Source: an optimization exercise on an open RTL-to-GDS flow (aim: small area, a short achievable clock period and few clock cycles per item). Production flows keep margins and buffers that such runs may drop.
RTL that was checked went through simulation tests only; none was proved equivalent to the original.
Power figures rest on the tool's default switching activity, not on a simulated workload.

==> flow/design.v (excerpt) <==
module simon2share(clk, data_ina, data_inb, data_rdy, cipher_out, Done, Trig);
==> module simon2share, before the edit <==
module simon2share(clk, data_ina, data_inb, data_rdy, cipher_out, Done, Trig);
input clk;
input data_ina, data_inb;
input [1:0] data_rdy;
output [127:0] cipher_out;
output reg Done, Trig;
reg [1:0] rdy_r;       
reg ina_r, inb_r;      
reg [7:0] counter;     
reg [6:0] ptcnt;       
always @(posedge clk) begin
	rdy_r <= data_rdy;
	ina_r <= data_ina;
	inb_r <= data_inb;
end
wire idle  = (rdy_r == 2'd0);
wire ld_pt = (rdy_r == 2'd1);
wire ld_k  = (rdy_r == 2'd2);
wire run   = (rdy_r == 2'd3);
wire [7:0] counter_next = idle ? 8'd0 : (run ? counter + 8'd1 : counter);
wire [6:0] ptcnt_next   = ld_k ? 7'd0 : (ld_pt ? ptcnt + 7'd1 : ptcnt);
always @(posedge clk) begin
	counter <= counter_next;
	ptcnt   <= ptcnt_next;
end
wire n_pt  = (data_rdy == 2'd1);
wire n_k   = (data_rdy == 2'd2);
wire n_run = (data_rdy == 2'd3);
wire n_ph  = counter_next[0];
wire n_A   = n_run && !n_ph;                        
wire n_B   = n_run && n_ph;                         
wire n_H   = !(n_run || n_pt);                      
wire n_yl  = n_pt && (ptcnt_next[6] == 1'b0 || ptcnt_next[5:0] == 6'd0);   
wire n_YE  = n_A || n_yl;                           
wire n_KE  = n_k || n_B;                            
reg sA_a, sB_a, sS_a, sH_a, kE_a, kS_a;        
reg sA_bn, sB_bn, sS_bn, sH_bn, kE_bn, kS_bn;  
reg yE, yH;                                    
always @(posedge clk) begin
	sA_a <= n_A;   sB_a <= n_B;   sS_a <= n_pt;  sH_a <= n_H;
	yE <= n_YE;    yH <= !n_YE;   kE_a <= n_KE;  kS_a <= n_k;
	sA_bn <= !n_A;  sB_bn <= !n_B;  sS_bn <= !n_pt; sH_bn <= !n_H;
	kE_bn <= !n_KE; kS_bn <= !n_k;
end
wire [0:127] Z = {68'b10101111011100000011010010011000101000010001111110010110110011101011, 60'd0};
reg zr;
always @(posedge clk)
	zr <= Z[counter[7:1]];
always @(posedge clk) begin
	Trig <= (counter_next == 8'd1);
	Done <= n_run && run && (counter == 8'd135);
end
reg [7:0] oe;
always @(posedge clk) begin
	oe[0] <= n_run && run && (counter == 8'd135);
	oe[1] <= n_run && run && (counter[0:0] == 1'd1) && (counter[7:1] == 7'd67);
	oe[2] <= n_run && run && (counter[1:0] == 2'd3) && (counter[7:2] == 6'd33);
	oe[3] <= n_run && run && (counter[2:0] == 3'd7) && (counter[7:3] == 5'd16);
	oe[4] <= n_run && run && (counter[3:0] == 4'd7) && (counter[7:4] == 4'd8);
	oe[5] <= n_run && run && (counter[4:0] == 5'd7) && (counter[7:5] == 3'd4);
	oe[6] <= n_run && run && (counter[5:0] == 6'd7) && (counter[7:6] == 2'd2);
	oe[7] <= n_run && run && (counter[6:0] == 7'd7) && (counter[7:7] == 1'd1);
end
reg [63:0] Xa, Ya, Xb, Yb;
wire [63:0] Xa1 = {Xa[62:0], Xa[63]};
wire [63:0] Xa2 = {Xa[61:0], Xa[63:62]};
wire [63:0] Xa8 = {Xa[55:0], Xa[63:56]};
wire [63:0] Xb1 = {Xb[62:0], Xb[63]};
wire [63:0] Xb2 = {Xb[61:0], Xb[63:62]};
wire [63:0] Xb8 = {Xb[55:0], Xb[63:56]};
wire [63:0] Ya1 = {Ya[62:0], Ya[63]};
wire [63:0] Ya8 = {Ya[55:0], Ya[63:56]};
wire [63:0] Yb1 = {Yb[62:0], Yb[63]};
wire [63:0] Yb8 = {Yb[55:0], Yb[63:56]};
reg [63:0] KXa, KXb, KYa, KYb;
wire [63:0] sa1 = Ya ^ Xa2 ^ (Xa1 & Xa8);
wire [63:0] sb1 = Yb ^ Xb2 ^ (Xb1 & Xb8);
wire [63:0] sa2 = Xa ^ KYa ^ (Ya1 & Yb8);
wire [63:0] sb2 = Xb ^ KYb ^ (Yb1 & Ya8);
always @(posedge clk) begin
	Xa <= ({64{sA_a}} & sa1) | ({64{sB_a}} & sa2) | ({64{sS_a}} & {ina_r, Xa[63:1]}) | ({64{sH_a}} & Xa);
	Xb <= ({64{!sA_bn}} & sb1) | ({64{!sB_bn}} & sb2) | ({64{!sS_bn}} & {inb_r, Xb[63:1]}) | ({64{!sH_bn}} & Xb);
	Ya <= ({64{yE}} & Xa) | ({64{yH}} & Ya);
	Yb <= ({64{yE}} & Xb) | ({64{yH}} & Yb);
end
wire [63:0] c = 64'hfffffffffffffffc;
always @(posedge clk) begin
	if (kE_a) begin
		if (kS_a)
			{KXa, KYa} <= {ina_r, KXa, KYa[63:1]};
		else begin
			KXa <= c ^ {63'd0, zr} ^ KYa ^ {KXa[2:0], KXa[63:3]} ^ {KXa[3:0], KXa[63:4]};
			KYa <= KXa;
		end
	end
	if (!kE_bn) begin
		if (!kS_bn)
			{KXb, KYb} <= {inb_r, KXb, KYb[63:1]};
		else begin
			KXb <= KYb ^ {KXb[2:0], KXb[63:3]} ^ {KXb[3:0], KXb[63:4]};
			KYb <= KXb;
		end
	end
end
wire [127:0] xy_a = {Xa, Ya};
wire [127:0] xy_b = {Xb, Yb};
wire [127:0] gate = {{16{oe[7]}}, {16{oe[6]}}, {16{oe[5]}}, {16{oe[4]}},
                     {16{oe[3]}}, {16{oe[2]}}, {16{oe[1]}}, {16{oe[0]}}};
assign cipher_out = (xy_a & gate) ^ (xy_b & gate);
endmodule
==> flow/config.mk <==
export PLATFORM = sky130hd
export DESIGN_NAME = simon2share
export DESIGN_NICKNAME = simon2share
export VERILOG_FILES = /design/flow/design.v
export SDC_FILE = /design/flow/constraint.sdc
export NUM_CORES = 4
export LEC_CHECK = 0
export CAP_MARGIN = 20
export CORE_MARGIN = 2
export CORE_UTILIZATION = 65
export CTS_CLUSTER_DIAMETER = 80
export CTS_CLUSTER_SIZE = 24
export PLACE_DENSITY = 0.72
export SETUP_SLACK_MARGIN = 1.85
export SLEW_MARGIN = 20
==> flow/constraint.sdc <==
create_clock -name core_clock -period 4.2 [get_ports {clk}]
set_input_delay 0.8400 -clock core_clock [delete_from_list [all_inputs] [get_ports {clk}]]
set_output_delay 0.8400 -clock core_clock [all_outputs]
set_load 0.01 [all_outputs]
standard.sh (not shown) runs the stock make flow with config.mk's settings and CLKGATE_MAP_FILE= SYNTH_SCRIPT=/design/flow/synth_recipe.tcl, a recipe that flattens the netlist after the stock synthesis.
==> flow/flow/run.sh <==
#!/bin/bash
# Standard ORFS layout (the standard.sh, standard synthesis unchanged) with three changes:
#  - port buffers are plain buf_2 cells instead of the delay cells buffer_ports picks by default;
#  - timing repair after CTS may change a cell's footprint (so it can resize those buffers);
#  - after the placement-stage repair_design, flow/split_out.tcl gives each state register
#    that feeds cipher_out a private net to its output gate (its other loads move behind a buffer).
# The make output goes to standard.log; each ORFS step keeps its own log under orfs/logs.
set -uo pipefail
here=$(pwd)
bash standard.sh \
  MATCH_CELL_FOOTPRINT=0 \
  "BUFFER_PORTS_ARGS=-buffer_cell sky130_fd_sc_hd__buf_2" \
  POST_RESIZE_TCL=$here/flow/split_out.tcl \
  finish > standard.log 2>&1
==> flow/flow/split_out.tcl <==
# Give each state register that feeds cipher_out a private path to its output
# gate: every other load of the register's net is moved behind a new buffer.
proc reaches_cipher_out {pin depth} {
  set cell [get_cells -of_objects $pin]
  foreach op [get_pins -quiet -of_objects $cell -filter "direction==output"] {
    set net [get_nets -quiet -of_objects $op]
    if {$net eq ""} { continue }
    foreach port [get_ports -quiet -of_objects $net] {
      if {[string match "cipher_out*" [get_full_name $port]]} { return 1 }
    }
    if {$depth > 0} {
      foreach p [get_pins -quiet -of_objects $net -filter "direction==input"] {
        if {[reaches_cipher_out $p [expr {$depth - 1}]]} { return 1 }
      }
    }
  }
  return 0
}
set n_split 0
foreach net [get_nets -quiet {Xa[*] Xb[*] Ya[*] Yb[*]}] {
  set keep {}
  set move {}
  foreach p [get_pins -quiet -of_objects $net -filter "direction==input"] {
    if {[reaches_cipher_out $p 2]} { lappend keep $p } else { lappend move $p }
  }
  if {[llength $keep] > 0 && [llength $move] > 1} {
    insert_buffer -buffer_cell sky130_fd_sc_hd__buf_1 -net $net -load_pins $move
    incr n_split
  }
}
puts "split_out: buffered the internal loads of $n_split output-feeding registers"
The baseline completed without violations.
Edit:
==> flow/design.v (replaced) <==
`timescale 1ns / 1ps
module simon2share(clk, data_ina, data_inb, data_rdy, cipher_out, Done, Trig);
input clk;
input data_ina, data_inb;
input [1:0] data_rdy;
output [127:0] cipher_out;
output reg Done, Trig;
reg [1:0] rdy_r;       
reg ina_r, inb_r;      
reg [7:0] counter;     
reg [6:0] ptcnt;       
always @(posedge clk) begin
	rdy_r <= data_rdy;
	ina_r <= data_ina;
	inb_r <= data_inb;
end
wire idle  = (rdy_r == 2'd0);
wire ld_pt = (rdy_r == 2'd1);
wire ld_k  = (rdy_r == 2'd2);
wire run   = (rdy_r == 2'd3);
wire [7:0] counter_next = idle ? 8'd0 : (run ? counter + 8'd1 : counter);
wire [6:0] ptcnt_next   = ld_k ? 7'd0 : (ld_pt ? ptcnt + 7'd1 : ptcnt);
always @(posedge clk) begin
	counter <= counter_next;
	ptcnt   <= ptcnt_next;
end
wire n_pt  = (data_rdy == 2'd1);
wire n_k   = (data_rdy == 2'd2);
wire n_run = (data_rdy == 2'd3);
wire n_ph  = counter_next[0];
wire n_A   = n_run && !n_ph;                        
wire n_B   = n_run && n_ph;                         
wire n_H   = !(n_run || n_pt);                      
wire n_yl  = n_pt && (ptcnt_next[6] == 1'b0 || ptcnt_next[5:0] == 6'd0);   
wire n_YE  = n_A || n_yl;                           
wire n_KE  = n_k || n_B;                            
reg sA_a, sB_a, sS_a, sH_a;        
reg sA_bn, sB_bn, sS_bn, sH_bn;    
reg yE, yH;                        
reg kS, kU, kH;                    
always @(posedge clk) begin
	sA_a <= n_A;   sB_a <= n_B;   sS_a <= n_pt;  sH_a <= n_H;
	yE <= n_YE;    yH <= !n_YE;
	kS <= n_k;     kU <= n_B;     kH <= !n_KE;
	sA_bn <= !n_A;  sB_bn <= !n_B;  sS_bn <= !n_pt; sH_bn <= !n_H;
end
wire [0:127] Z = {68'b10101111011100000011010010011000101000010001111110010110110011101011, 60'd0};
reg zr;
always @(posedge clk)
	zr <= Z[counter[7:1]];
always @(posedge clk) begin
	Trig <= (counter_next == 8'd1);
	Done <= n_run && run && (counter == 8'd135);
end
reg [7:0] oe_n;
always @(posedge clk) begin
	oe_n[0] <= !(n_run && run && (counter == 8'd135));
	oe_n[1] <= !(n_run && run && (counter[0:0] == 1'd1) && (counter[7:1] == 7'd67));
	oe_n[2] <= !(n_run && run && (counter[1:0] == 2'd3) && (counter[7:2] == 6'd33));
	oe_n[3] <= !(n_run && run && (counter[2:0] == 3'd7) && (counter[7:3] == 5'd16));
	oe_n[4] <= !(n_run && run && (counter[3:0] == 4'd7) && (counter[7:4] == 4'd8));
	oe_n[5] <= !(n_run && run && (counter[4:0] == 5'd7) && (counter[7:5] == 3'd4));
	oe_n[6] <= !(n_run && run && (counter[5:0] == 6'd7) && (counter[7:6] == 2'd2));
	oe_n[7] <= !(n_run && run && (counter[6:0] == 7'd7) && (counter[7:7] == 1'd1));
end
reg [63:0] Xa, Ya, Xb, Yb;
wire [63:0] Xa1 = {Xa[62:0], Xa[63]};
wire [63:0] Xa2 = {Xa[61:0], Xa[63:62]};
wire [63:0] Xa8 = {Xa[55:0], Xa[63:56]};
wire [63:0] Xb1 = {Xb[62:0], Xb[63]};
wire [63:0] Xb2 = {Xb[61:0], Xb[63:62]};
wire [63:0] Xb8 = {Xb[55:0], Xb[63:56]};
wire [63:0] Ya1 = {Ya[62:0], Ya[63]};
wire [63:0] Ya8 = {Ya[55:0], Ya[63:56]};
wire [63:0] Yb1 = {Yb[62:0], Yb[63]};
wire [63:0] Yb8 = {Yb[55:0], Yb[63:56]};
reg [63:0] KXa, KXb, KYa, KYb;
wire [63:0] sa1 = Ya ^ Xa2 ^ (Xa1 & Xa8);
wire [63:0] sb1 = Yb ^ Xb2 ^ (Xb1 & Xb8);
wire [63:0] sa2 = Xa ^ KYa ^ (Ya1 & Yb8);
wire [63:0] sb2 = Xb ^ KYb ^ (Yb1 & Ya8);
always @(posedge clk) begin
	Xa <= ({64{sA_a}} & sa1) | ({64{sB_a}} & sa2) | ({64{sS_a}} & {ina_r, Xa[63:1]}) | ({64{sH_a}} & Xa);
	Xb <= ({64{!sA_bn}} & sb1) | ({64{!sB_bn}} & sb2) | ({64{!sS_bn}} & {inb_r, Xb[63:1]}) | ({64{!sH_bn}} & Xb);
	Ya <= ({64{yE}} & Xa) | ({64{yH}} & Ya);
	Yb <= ({64{yE}} & Xb) | ({64{yH}} & Yb);
end
wire [63:0] c = 64'hfffffffffffffffc;
wire [63:0] kxa_upd = c ^ {63'd0, zr} ^ KYa ^ {KXa[2:0], KXa[63:3]} ^ {KXa[3:0], KXa[63:4]};
wire [63:0] kxb_upd = KYb ^ {KXb[2:0], KXb[63:3]} ^ {KXb[3:0], KXb[63:4]};
always @(posedge clk) begin
	KXa <= ({64{kS}} & {ina_r, KXa[63:1]})   | ({64{kU}} & kxa_upd) | ({64{kH}} & KXa);
	KYa <= ({64{kS}} & {KXa[0], KYa[63:1]})  | ({64{kU}} & KXa)     | ({64{kH}} & KYa);
	KXb <= ({64{kS}} & {inb_r, KXb[63:1]})   | ({64{kU}} & kxb_upd) | ({64{kH}} & KXb);
	KYb <= ({64{kS}} & {KXb[0], KYb[63:1]})  | ({64{kU}} & KXb)     | ({64{kH}} & KYb);
end
wire [127:0] xy_a = {Xa, Ya};
wire [127:0] xy_b = {Xb, Yb};
wire [127:0] gate_n = {{16{oe_n[7]}}, {16{oe_n[6]}}, {16{oe_n[5]}}, {16{oe_n[4]}},
                       {16{oe_n[3]}}, {16{oe_n[2]}}, {16{oe_n[1]}}, {16{oe_n[0]}}};
assign cipher_out = ~gate_n & (xy_a ^ xy_b);
endmodule
Fmax went up slightly.
Wire length stays flat.
Critical path depth is unchanged.
Final area goes down by a little under a tenth.
First-iteration DRC count goes up by well over a third.
Die area goes down by a few percent.
Non-clock buffer count rose by 2.
Setup slack is better by 0.010 ns.
Global-route usage rose by 1.4 points.
Clock power goes down by roughly a tenth.
Testbench counts after the change, summed over its fixed seeds: cycles 202,240, encryptions 512.
Only the layout flow was run in the first run of this note; the RTL was not checked for function there.

port drivers added, routing unchanged:
No port has a modelled driver above. Below, the same layouts with a new extraction and two added sets of constraints.
Step 1, drivers: a clkbuf_16 drives clk and a buf_2 each remaining input, both assumed.
Step 2 moves the port delays by t, midway between the first and last clock arrival at a register: inputs arrive t later, outputs are due t later. That takes back most of the time a late clock gives input paths.
a / b / c = no drivers / after step 1 / after step 2; a / b = the first two.
run	shift t [ns]	setup WS [ns]	worst slew at a driven data input, ns
the first run	0.631	1.871 / 1.813 / 1.915	0.03
the second run	0.673	1.881 / 1.819 / 1.902	0.04
After both steps every run listed still meets setup and hold.
